What follows belongs to an exercise in optimizing a design on an open flow for small area, a short achievable clock period and few clock cycles; a production flow would make more cautious choices. Only simulation tests tie the RTL to the original design; equivalence was not proved. No activity file was given, so power comes from the tool's default toggle rates.

Design cordic, start of the top module:
module cordic (
    input  wire        clk,
    input  wire        rst_n,
    input  wire        start,
    input  wire [15:0] x_in,
    input  wire [15:0] y_in,
    input  wire [15:0] z_in,
    output reg         done,
    output wire [15:0] x_out,
    output wire [15:0] y_out,
    output wire [15:0] z_out
);
Size: roughly 800 cells after synthesis, roughly 54 flip-flops.
==> module cordic, before the edit <==
module cordic (
    input  wire        clk,
    input  wire        rst_n,
    input  wire        start,
    input  wire [15:0] x_in,
    input  wire [15:0] y_in,
    input  wire [15:0] z_in,
    output reg         done,
    output wire [15:0] x_out,
    output wire [15:0] y_out,
    output wire [15:0] z_out
);
    reg [15:0] x, y, z;
    reg        busy;
    reg [3:0]  it;            
    wire [3:0] i_x = it, i_y = it, i_z = it;
    function [15:0] add16;
        input [15:0] a, b;
        input ci;
        reg [15:0] p, g, pp, gg;
        begin
            p = a ^ b;
            g = a & b;
            gg = g; pp = p;
            gg[0] = g[0] | (p[0] & ci);
            gg[15] = gg[15] | (pp[15] & gg[14]); pp[15] = pp[15] & pp[14];
            gg[13] = gg[13] | (pp[13] & gg[12]); pp[13] = pp[13] & pp[12];
            gg[11] = gg[11] | (pp[11] & gg[10]); pp[11] = pp[11] & pp[10];
            gg[9] = gg[9] | (pp[9] & gg[8]); pp[9] = pp[9] & pp[8];
            gg[7] = gg[7] | (pp[7] & gg[6]); pp[7] = pp[7] & pp[6];
            gg[5] = gg[5] | (pp[5] & gg[4]); pp[5] = pp[5] & pp[4];
            gg[3] = gg[3] | (pp[3] & gg[2]); pp[3] = pp[3] & pp[2];
            gg[1] = gg[1] | (pp[1] & gg[0]); pp[1] = pp[1] & pp[0];
            gg[15] = gg[15] | (pp[15] & gg[13]); pp[15] = pp[15] & pp[13];
            gg[14] = gg[14] | (pp[14] & gg[13]); pp[14] = pp[14] & pp[13];
            gg[11] = gg[11] | (pp[11] & gg[9]); pp[11] = pp[11] & pp[9];
            gg[10] = gg[10] | (pp[10] & gg[9]); pp[10] = pp[10] & pp[9];
            gg[7] = gg[7] | (pp[7] & gg[5]); pp[7] = pp[7] & pp[5];
            gg[6] = gg[6] | (pp[6] & gg[5]); pp[6] = pp[6] & pp[5];
            gg[3] = gg[3] | (pp[3] & gg[1]); pp[3] = pp[3] & pp[1];
            gg[2] = gg[2] | (pp[2] & gg[1]); pp[2] = pp[2] & pp[1];
            gg[15] = gg[15] | (pp[15] & gg[11]); pp[15] = pp[15] & pp[11];
            gg[14] = gg[14] | (pp[14] & gg[11]); pp[14] = pp[14] & pp[11];
            gg[13] = gg[13] | (pp[13] & gg[11]); pp[13] = pp[13] & pp[11];
            gg[12] = gg[12] | (pp[12] & gg[11]); pp[12] = pp[12] & pp[11];
            gg[7] = gg[7] | (pp[7] & gg[3]); pp[7] = pp[7] & pp[3];
            gg[6] = gg[6] | (pp[6] & gg[3]); pp[6] = pp[6] & pp[3];
            gg[5] = gg[5] | (pp[5] & gg[3]); pp[5] = pp[5] & pp[3];
            gg[4] = gg[4] | (pp[4] & gg[3]); pp[4] = pp[4] & pp[3];
            gg[15] = gg[15] | (pp[15] & gg[7]); pp[15] = pp[15] & pp[7];
            gg[14] = gg[14] | (pp[14] & gg[7]); pp[14] = pp[14] & pp[7];
            gg[13] = gg[13] | (pp[13] & gg[7]); pp[13] = pp[13] & pp[7];
            gg[12] = gg[12] | (pp[12] & gg[7]); pp[12] = pp[12] & pp[7];
            gg[11] = gg[11] | (pp[11] & gg[7]); pp[11] = pp[11] & pp[7];
            gg[10] = gg[10] | (pp[10] & gg[7]); pp[10] = pp[10] & pp[7];
            gg[9] = gg[9] | (pp[9] & gg[7]); pp[9] = pp[9] & pp[7];
            gg[8] = gg[8] | (pp[8] & gg[7]); pp[8] = pp[8] & pp[7];
            add16 = p ^ {gg[14:0], ci};
        end
    endfunction
    function [15:0] zadd;
        input [3:0] i;
        input neg;
        begin
            case ({neg, i})
                {1'b0, 4'd0}: zadd = 16'he000;   
                {1'b1, 4'd0}: zadd = 16'h2000;   
                {1'b0, 4'd1}: zadd = 16'hed1c;   
                {1'b1, 4'd1}: zadd = 16'h12e4;   
                {1'b0, 4'd2}: zadd = 16'hf605;   
                {1'b1, 4'd2}: zadd = 16'h09fb;   
                {1'b0, 4'd3}: zadd = 16'hfaef;   
                {1'b1, 4'd3}: zadd = 16'h0511;   
                {1'b0, 4'd4}: zadd = 16'hfd75;   
                {1'b1, 4'd4}: zadd = 16'h028b;   
                {1'b0, 4'd5}: zadd = 16'hfeba;   
                {1'b1, 4'd5}: zadd = 16'h0146;   
                {1'b0, 4'd6}: zadd = 16'hff5d;   
                {1'b1, 4'd6}: zadd = 16'h00a3;   
                {1'b0, 4'd7}: zadd = 16'hffaf;   
                {1'b1, 4'd7}: zadd = 16'h0051;   
                {1'b0, 4'd8}: zadd = 16'hffd7;   
                {1'b1, 4'd8}: zadd = 16'h0029;   
                {1'b0, 4'd9}: zadd = 16'hffec;   
                {1'b1, 4'd9}: zadd = 16'h0014;   
                {1'b0, 4'd10}: zadd = 16'hfff6;   
                {1'b1, 4'd10}: zadd = 16'h000a;   
                {1'b0, 4'd11}: zadd = 16'hfffb;   
                {1'b1, 4'd11}: zadd = 16'h0005;   
                default: zadd = 16'h0000;
            endcase
        end
    endfunction
    function signed [15:0] shr;
        input signed [15:0] v;
        input [3:0] s;
        begin
            shr = v >>> s;
        end
    endfunction
    wire        neg = z[15];
    wire [15:0] xs  = shr(x, i_x);
    wire [15:0] ys  = shr(y, i_y);
    wire [15:0] xn  = add16(x, neg ? ys : ~ys, ~neg);
    wire [15:0] yn  = add16(y, neg ? ~xs : xs, neg);
    wire [15:0] zn  = add16(z, zadd(i_z, neg), 1'b0);
    always @(posedge clk) begin
        if (start) begin
            x <= x_in;
            y <= y_in;
            z <= z_in;
        end else begin
            x <= xn;
            y <= yn;
            z <= zn;
        end
    end
    always @(posedge clk) begin
        if (start) it <= 4'd0;
        else       it <= it + 4'd1;
    end
    wire last = it == 4'd11;
    always @(posedge clk or negedge rst_n) begin
        if (!rst_n) begin
            busy <= 1'b0;
            done <= 1'b0;
        end else begin
            done <= busy && last;
            if (start)     busy <= 1'b1;
            else if (last) busy <= 1'b0;
        end
    end
    assign x_out = x;
    assign y_out = y;
    assign z_out = z;
endmodule
clock: 10.0 ns
lec_check: 0
cap_margin: 20
core_margin: 2
core_utilization: 40
cts_buf_list: sky130_fd_sc_hd__clkbuf_4 sky130_fd_sc_hd__clkbuf_8
cts_cluster_diameter: 100
cts_cluster_size: 30
slew_margin: 20
standard.sh (not shown) runs the stock make flow with config.mk's settings and CLKGATE_MAP_FILE= SYNTH_SCRIPT=/design/flow/synth_recipe.tcl, a recipe that flattens the netlist after the stock synthesis.
==> flow/flow/run.sh <==
#!/bin/bash
# The standard layout with these changes:
# - synthesis is the standard script, with ABC's mapping script replaced by
#   flow/abc_map.script and without the step that maps adders to full- and
#   half-adder cells, so ABC maps the adders' logic itself (the registers are
#   mapped before ABC runs and are the standard synthesis's);
# - the port buffers are made from the smallest buffer cell;
# - timing repair aims at a setup slack of 6.5 ns;
# - clock tree synthesis adds no dummy loads.
set -euo pipefail
here=$(pwd)
{
  head -n 1 synth_recipe.tcl
  echo "proc abc {args} { set i [lsearch \$args -script]; lset args [expr {\$i + 1}] $here/flow/abc_map.script; yosys abc {*}\$args }"
  tail -n +2 synth_recipe.tcl
} > flow_synth.tcl
export BUFFER_PORTS_ARGS="-buffer_cell sky130_fd_sc_hd__buf_1"
cts_args="-sink_clustering_enable -repair_clock_nets -sink_clustering_size 30 -sink_clustering_max_diameter 100 -buf_list {sky130_fd_sc_hd__clkbuf_4 sky130_fd_sc_hd__clkbuf_8} -dont_use_dummy_load"
bash standard.sh CTS_ARGS="$cts_args" SYNTH_SCRIPT="$here/flow_synth.tcl" ADDER_MAP_FILE= SETUP_SLACK_MARGIN=6.5 finish > standard.log 2>&1
==> flow/flow/abc_map.script <==
strash
balance
rewrite
refactor
balance
rewrite
rewrite -z
balance
refactor -z
rewrite -z
balance
dch
amap
topo
buffer -c
upsize -c
dnsize -c
Testbench counts at the start, summed over its fixed seeds: cycles 12,488.
Rerun with:
--- a/flow/design.v
+++ b/flow/design.v
@@ -11,10 +11,12 @@
     output wire [15:0] z_out
 );
     reg [15:0] x, y, z;
     reg        busy;
-    reg [3:0]  it;            
-    wire [3:0] i_x = it, i_y = it, i_z = it;
+    reg [3:0]  ia, ib;
+    wire [3:0] i_x = ia;
+    wire [3:0] i_y = ~ib;
+    wire [3:0] i_z = ia;
     function [15:0] add16;
         input [15:0] a, b;
         input ci;
         reg [15:0] p, g, pp, gg;
@@ -115,12 +117,17 @@
             z <= zn;
         end
     end
     always @(posedge clk) begin
-        if (start) it <= 4'd0;
-        else       it <= it + 4'd1;
+        if (start) begin
+            ia <= 4'd0;
+            ib <= 4'd15;
+        end else begin
+            ia <= ia + 4'd1;
+            ib <= ib - 4'd1;
+        end
     end
-    wire last = it == 4'd11;
+    wire last = ia == 4'd11;
     always @(posedge clk or negedge rst_n) begin
         if (!rst_n) begin
             busy <= 1'b0;
             done <= 1'b0;
Outcome: Power goes down slightly. Design area goes down by a few percent. Die area goes up slightly. Non-clock buffer count goes down by 14. Via count goes down slightly. Sequential cell count goes up by 4. Routed wire length goes down by a few percent. Global-route usage goes up by 0.74 points. Utilization goes down by 1.9 points. Register-to-register slack improves by 0.07 ns.
Testbench counts after the change, summed over its fixed seeds: cycles 12,488.

* * *

run 1:
The RTL this note starts from:
==> flow/design.v <==
module cordic (
    input  wire        clk,
    input  wire        rst_n,
    input  wire        start,
    input  wire [15:0] x_in,
    input  wire [15:0] y_in,
    input  wire [15:0] z_in,
    output reg         done,
    output wire [15:0] x_out,
    output wire [15:0] y_out,
    output wire [15:0] z_out
);
    reg [15:0] x, y, z;
    reg        busy;
    reg [3:0]  ia, ib;
    wire [3:0] i_x = ia;
    wire [3:0] i_y = ~ib;
    wire [3:0] i_z = ia;
    function [15:0] add16;
        input [15:0] a, b;
        input ci;
        reg [15:0] p, g, pp, gg;
        begin
            p = a ^ b;
            g = a & b;
            gg = g; pp = p;
            gg[0] = g[0] | (p[0] & ci);
            gg[15] = gg[15] | (pp[15] & gg[14]); pp[15] = pp[15] & pp[14];
            gg[13] = gg[13] | (pp[13] & gg[12]); pp[13] = pp[13] & pp[12];
            gg[11] = gg[11] | (pp[11] & gg[10]); pp[11] = pp[11] & pp[10];
            gg[9] = gg[9] | (pp[9] & gg[8]); pp[9] = pp[9] & pp[8];
            gg[7] = gg[7] | (pp[7] & gg[6]); pp[7] = pp[7] & pp[6];
            gg[5] = gg[5] | (pp[5] & gg[4]); pp[5] = pp[5] & pp[4];
            gg[3] = gg[3] | (pp[3] & gg[2]); pp[3] = pp[3] & pp[2];
            gg[1] = gg[1] | (pp[1] & gg[0]); pp[1] = pp[1] & pp[0];
            gg[15] = gg[15] | (pp[15] & gg[13]); pp[15] = pp[15] & pp[13];
            gg[14] = gg[14] | (pp[14] & gg[13]); pp[14] = pp[14] & pp[13];
            gg[11] = gg[11] | (pp[11] & gg[9]); pp[11] = pp[11] & pp[9];
            gg[10] = gg[10] | (pp[10] & gg[9]); pp[10] = pp[10] & pp[9];
            gg[7] = gg[7] | (pp[7] & gg[5]); pp[7] = pp[7] & pp[5];
            gg[6] = gg[6] | (pp[6] & gg[5]); pp[6] = pp[6] & pp[5];
            gg[3] = gg[3] | (pp[3] & gg[1]); pp[3] = pp[3] & pp[1];
            gg[2] = gg[2] | (pp[2] & gg[1]); pp[2] = pp[2] & pp[1];
            gg[15] = gg[15] | (pp[15] & gg[11]); pp[15] = pp[15] & pp[11];
            gg[14] = gg[14] | (pp[14] & gg[11]); pp[14] = pp[14] & pp[11];
            gg[13] = gg[13] | (pp[13] & gg[11]); pp[13] = pp[13] & pp[11];
            gg[12] = gg[12] | (pp[12] & gg[11]); pp[12] = pp[12] & pp[11];
            gg[7] = gg[7] | (pp[7] & gg[3]); pp[7] = pp[7] & pp[3];
            gg[6] = gg[6] | (pp[6] & gg[3]); pp[6] = pp[6] & pp[3];
            gg[5] = gg[5] | (pp[5] & gg[3]); pp[5] = pp[5] & pp[3];
            gg[4] = gg[4] | (pp[4] & gg[3]); pp[4] = pp[4] & pp[3];
            gg[15] = gg[15] | (pp[15] & gg[7]); pp[15] = pp[15] & pp[7];
            gg[14] = gg[14] | (pp[14] & gg[7]); pp[14] = pp[14] & pp[7];
            gg[13] = gg[13] | (pp[13] & gg[7]); pp[13] = pp[13] & pp[7];
            gg[12] = gg[12] | (pp[12] & gg[7]); pp[12] = pp[12] & pp[7];
            gg[11] = gg[11] | (pp[11] & gg[7]); pp[11] = pp[11] & pp[7];
            gg[10] = gg[10] | (pp[10] & gg[7]); pp[10] = pp[10] & pp[7];
            gg[9] = gg[9] | (pp[9] & gg[7]); pp[9] = pp[9] & pp[7];
            gg[8] = gg[8] | (pp[8] & gg[7]); pp[8] = pp[8] & pp[7];
            add16 = p ^ {gg[14:0], ci};
        end
    endfunction
    function [15:0] zadd;
        input [3:0] i;
        input neg;
        begin
            case ({neg, i})
                {1'b0, 4'd0}: zadd = 16'he000;   
                {1'b1, 4'd0}: zadd = 16'h2000;   
                {1'b0, 4'd1}: zadd = 16'hed1c;   
                {1'b1, 4'd1}: zadd = 16'h12e4;   
                {1'b0, 4'd2}: zadd = 16'hf605;   
                {1'b1, 4'd2}: zadd = 16'h09fb;   
                {1'b0, 4'd3}: zadd = 16'hfaef;   
                {1'b1, 4'd3}: zadd = 16'h0511;   
                {1'b0, 4'd4}: zadd = 16'hfd75;   
                {1'b1, 4'd4}: zadd = 16'h028b;   
                {1'b0, 4'd5}: zadd = 16'hfeba;   
                {1'b1, 4'd5}: zadd = 16'h0146;   
                {1'b0, 4'd6}: zadd = 16'hff5d;   
                {1'b1, 4'd6}: zadd = 16'h00a3;   
                {1'b0, 4'd7}: zadd = 16'hffaf;   
                {1'b1, 4'd7}: zadd = 16'h0051;   
                {1'b0, 4'd8}: zadd = 16'hffd7;   
                {1'b1, 4'd8}: zadd = 16'h0029;   
                {1'b0, 4'd9}: zadd = 16'hffec;   
                {1'b1, 4'd9}: zadd = 16'h0014;   
                {1'b0, 4'd10}: zadd = 16'hfff6;   
                {1'b1, 4'd10}: zadd = 16'h000a;   
                {1'b0, 4'd11}: zadd = 16'hfffb;   
                {1'b1, 4'd11}: zadd = 16'h0005;   
                default: zadd = 16'h0000;
            endcase
        end
    endfunction
    function signed [15:0] shr;
        input signed [15:0] v;
        input [3:0] s;
        begin
            shr = v >>> s;
        end
    endfunction
    wire        neg = z[15];
    wire [15:0] xs  = shr(x, i_x);
    wire [15:0] ys  = shr(y, i_y);
    wire [15:0] xn  = add16(x, neg ? ys : ~ys, ~neg);
    wire [15:0] yn  = add16(y, neg ? ~xs : xs, neg);
    wire [15:0] zn  = add16(z, zadd(i_z, neg), 1'b0);
    always @(posedge clk) begin
        if (start) begin
            x <= x_in;
            y <= y_in;
            z <= z_in;
        end else begin
            x <= xn;
            y <= yn;
            z <= zn;
        end
    end
    always @(posedge clk) begin
        if (start) begin
            ia <= 4'd0;
            ib <= 4'd15;
        end else begin
            ia <= ia + 4'd1;
            ib <= ib - 4'd1;
        end
    end
    wire last = ia == 4'd11;
    always @(posedge clk or negedge rst_n) begin
        if (!rst_n) begin
            busy <= 1'b0;
            done <= 1'b0;
        end else begin
            done <= busy && last;
            if (start)     busy <= 1'b1;
            else if (last) busy <= 1'b0;
        end
    end
    assign x_out = x;
    assign y_out = y;
    assign z_out = z;
endmodule
Settings: LEC_CHECK=0, CAP_MARGIN=20, CORE_MARGIN=2, CORE_UTILIZATION=40, SLEW_MARGIN=20; clock period 10.0 ns.
==> flow/flow/run.sh <==
#!/bin/bash
# Standard layout, with the port buffers made from the smallest buffer cell
# and timing repair aimed at a setup slack of 6.5 ns.
set -euo pipefail
export BUFFER_PORTS_ARGS="-buffer_cell sky130_fd_sc_hd__buf_1"
bash standard.sh SETUP_SLACK_MARGIN=6.5 finish > standard.log 2>&1
Testbench counts of run 1, summed over its fixed seeds: cycles 12,488.
Setup changes, run 1 to run 4
--- a/flow/design.v
+++ b/flow/design.v
@@ -33,31 +33,25 @@
             gg[5] = gg[5] | (pp[5] & gg[4]); pp[5] = pp[5] & pp[4];
             gg[3] = gg[3] | (pp[3] & gg[2]); pp[3] = pp[3] & pp[2];
             gg[1] = gg[1] | (pp[1] & gg[0]); pp[1] = pp[1] & pp[0];
             gg[15] = gg[15] | (pp[15] & gg[13]); pp[15] = pp[15] & pp[13];
+            gg[11] = gg[11] | (pp[11] & gg[9]); pp[11] = pp[11] & pp[9];
+            gg[7] = gg[7] | (pp[7] & gg[5]); pp[7] = pp[7] & pp[5];
+            gg[3] = gg[3] | (pp[3] & gg[1]); pp[3] = pp[3] & pp[1];
+            gg[15] = gg[15] | (pp[15] & gg[11]); pp[15] = pp[15] & pp[11];
+            gg[7] = gg[7] | (pp[7] & gg[3]); pp[7] = pp[7] & pp[3];
+            gg[15] = gg[15] | (pp[15] & gg[7]); pp[15] = pp[15] & pp[7];
+            gg[11] = gg[11] | (pp[11] & gg[7]); pp[11] = pp[11] & pp[7];
+            gg[13] = gg[13] | (pp[13] & gg[11]); pp[13] = pp[13] & pp[11];
+            gg[9] = gg[9] | (pp[9] & gg[7]); pp[9] = pp[9] & pp[7];
+            gg[5] = gg[5] | (pp[5] & gg[3]); pp[5] = pp[5] & pp[3];
             gg[14] = gg[14] | (pp[14] & gg[13]); pp[14] = pp[14] & pp[13];
-            gg[11] = gg[11] | (pp[11] & gg[9]); pp[11] = pp[11] & pp[9];
+            gg[12] = gg[12] | (pp[12] & gg[11]); pp[12] = pp[12] & pp[11];
             gg[10] = gg[10] | (pp[10] & gg[9]); pp[10] = pp[10] & pp[9];
-            gg[7] = gg[7] | (pp[7] & gg[5]); pp[7] = pp[7] & pp[5];
+            gg[8] = gg[8] | (pp[8] & gg[7]); pp[8] = pp[8] & pp[7];
             gg[6] = gg[6] | (pp[6] & gg[5]); pp[6] = pp[6] & pp[5];
-            gg[3] = gg[3] | (pp[3] & gg[1]); pp[3] = pp[3] & pp[1];
+            gg[4] = gg[4] | (pp[4] & gg[3]); pp[4] = pp[4] & pp[3];
             gg[2] = gg[2] | (pp[2] & gg[1]); pp[2] = pp[2] & pp[1];
-            gg[15] = gg[15] | (pp[15] & gg[11]); pp[15] = pp[15] & pp[11];
-            gg[14] = gg[14] | (pp[14] & gg[11]); pp[14] = pp[14] & pp[11];
-            gg[13] = gg[13] | (pp[13] & gg[11]); pp[13] = pp[13] & pp[11];
-            gg[12] = gg[12] | (pp[12] & gg[11]); pp[12] = pp[12] & pp[11];
-            gg[7] = gg[7] | (pp[7] & gg[3]); pp[7] = pp[7] & pp[3];
-            gg[6] = gg[6] | (pp[6] & gg[3]); pp[6] = pp[6] & pp[3];
-            gg[5] = gg[5] | (pp[5] & gg[3]); pp[5] = pp[5] & pp[3];
-            gg[4] = gg[4] | (pp[4] & gg[3]); pp[4] = pp[4] & pp[3];
-            gg[15] = gg[15] | (pp[15] & gg[7]); pp[15] = pp[15] & pp[7];
-            gg[14] = gg[14] | (pp[14] & gg[7]); pp[14] = pp[14] & pp[7];
-            gg[13] = gg[13] | (pp[13] & gg[7]); pp[13] = pp[13] & pp[7];
-            gg[12] = gg[12] | (pp[12] & gg[7]); pp[12] = pp[12] & pp[7];
-            gg[11] = gg[11] | (pp[11] & gg[7]); pp[11] = pp[11] & pp[7];
-            gg[10] = gg[10] | (pp[10] & gg[7]); pp[10] = pp[10] & pp[7];
-            gg[9] = gg[9] | (pp[9] & gg[7]); pp[9] = pp[9] & pp[7];
-            gg[8] = gg[8] | (pp[8] & gg[7]); pp[8] = pp[8] & pp[7];
             add16 = p ^ {gg[14:0], ci};
         end
     endfunction
     function [15:0] zadd;
==> comparison <==
Delta (run 4 minus run 1): fill cell instance count of the final layout now smaller, sequential share of layout area now smaller.
Changes observed in run 4 relative to run 1: routed wire length lost about 1.6%; post-layout worst setup margin lost 0.13 ns.
Summary — unique cell type count in the Yosys netlist, run 4 relative to run 1: lower, by 17%.
Compared to run 1, run 4 has effective utilization at floorplan 0.26 points higher.
Against run 1, clock network power in run 4 fell by more than 10%.
Peak fanout along the critical path was lower in the run labelled run 4.
Launching element of the worst setup path = ib[0]: run 4; launching element of the worst setup path = ia[1]: run 1
Compared with run 1, in run 4 cell area after layout rose about 1.7%; number of placed instances with taps included now sits lower; power rose about 4%; post-synth net total shows a reduction of 9.0%; number of global-route vias before repair fell by about 0.7%.
Compared with run 1, run 4 shows synthesized netlist cell count lower by 12%.
Testbench counts of run 4, summed over its fixed seeds: cycles 12,488.

port drivers added, routing unchanged:
No port has a modelled driver above. Below, the same layouts with a new extraction and two added sets of constraints. Step 1 sets driving cells, clkbuf_16 on the clock port and buf_2 on the other inputs (assumed; they add their load-dependent delay and slew). Step 2 also shifts input and output timing later by t, the mid clock arrival at the registers, as if the neighbouring blocks saw the same clock. a / b / c = ideal ports / drivers / drivers and shift; a / b = the first two.
run	t (ns)	setup slack, ns	latest minus earliest clock arrival (ns)
the first run of note 1	0.369	6.591 / 6.591 / 6.591	0.026 / 0.026
the second run of note 1	0.400	6.662 / 6.662 / 6.570	0.007 / 0.007
run 1	0.387	6.471 / 6.471 / 6.387	0.005 / 0.005
run 4	0.385	6.345 / 6.345 / 6.345	0.012 / 0.012
After both steps every run listed still meets setup and hold. For the second run of note 1, which loses most, drivers alone change the setup slack by 0.000 ns; drivers and shift together by -0.092 ns.
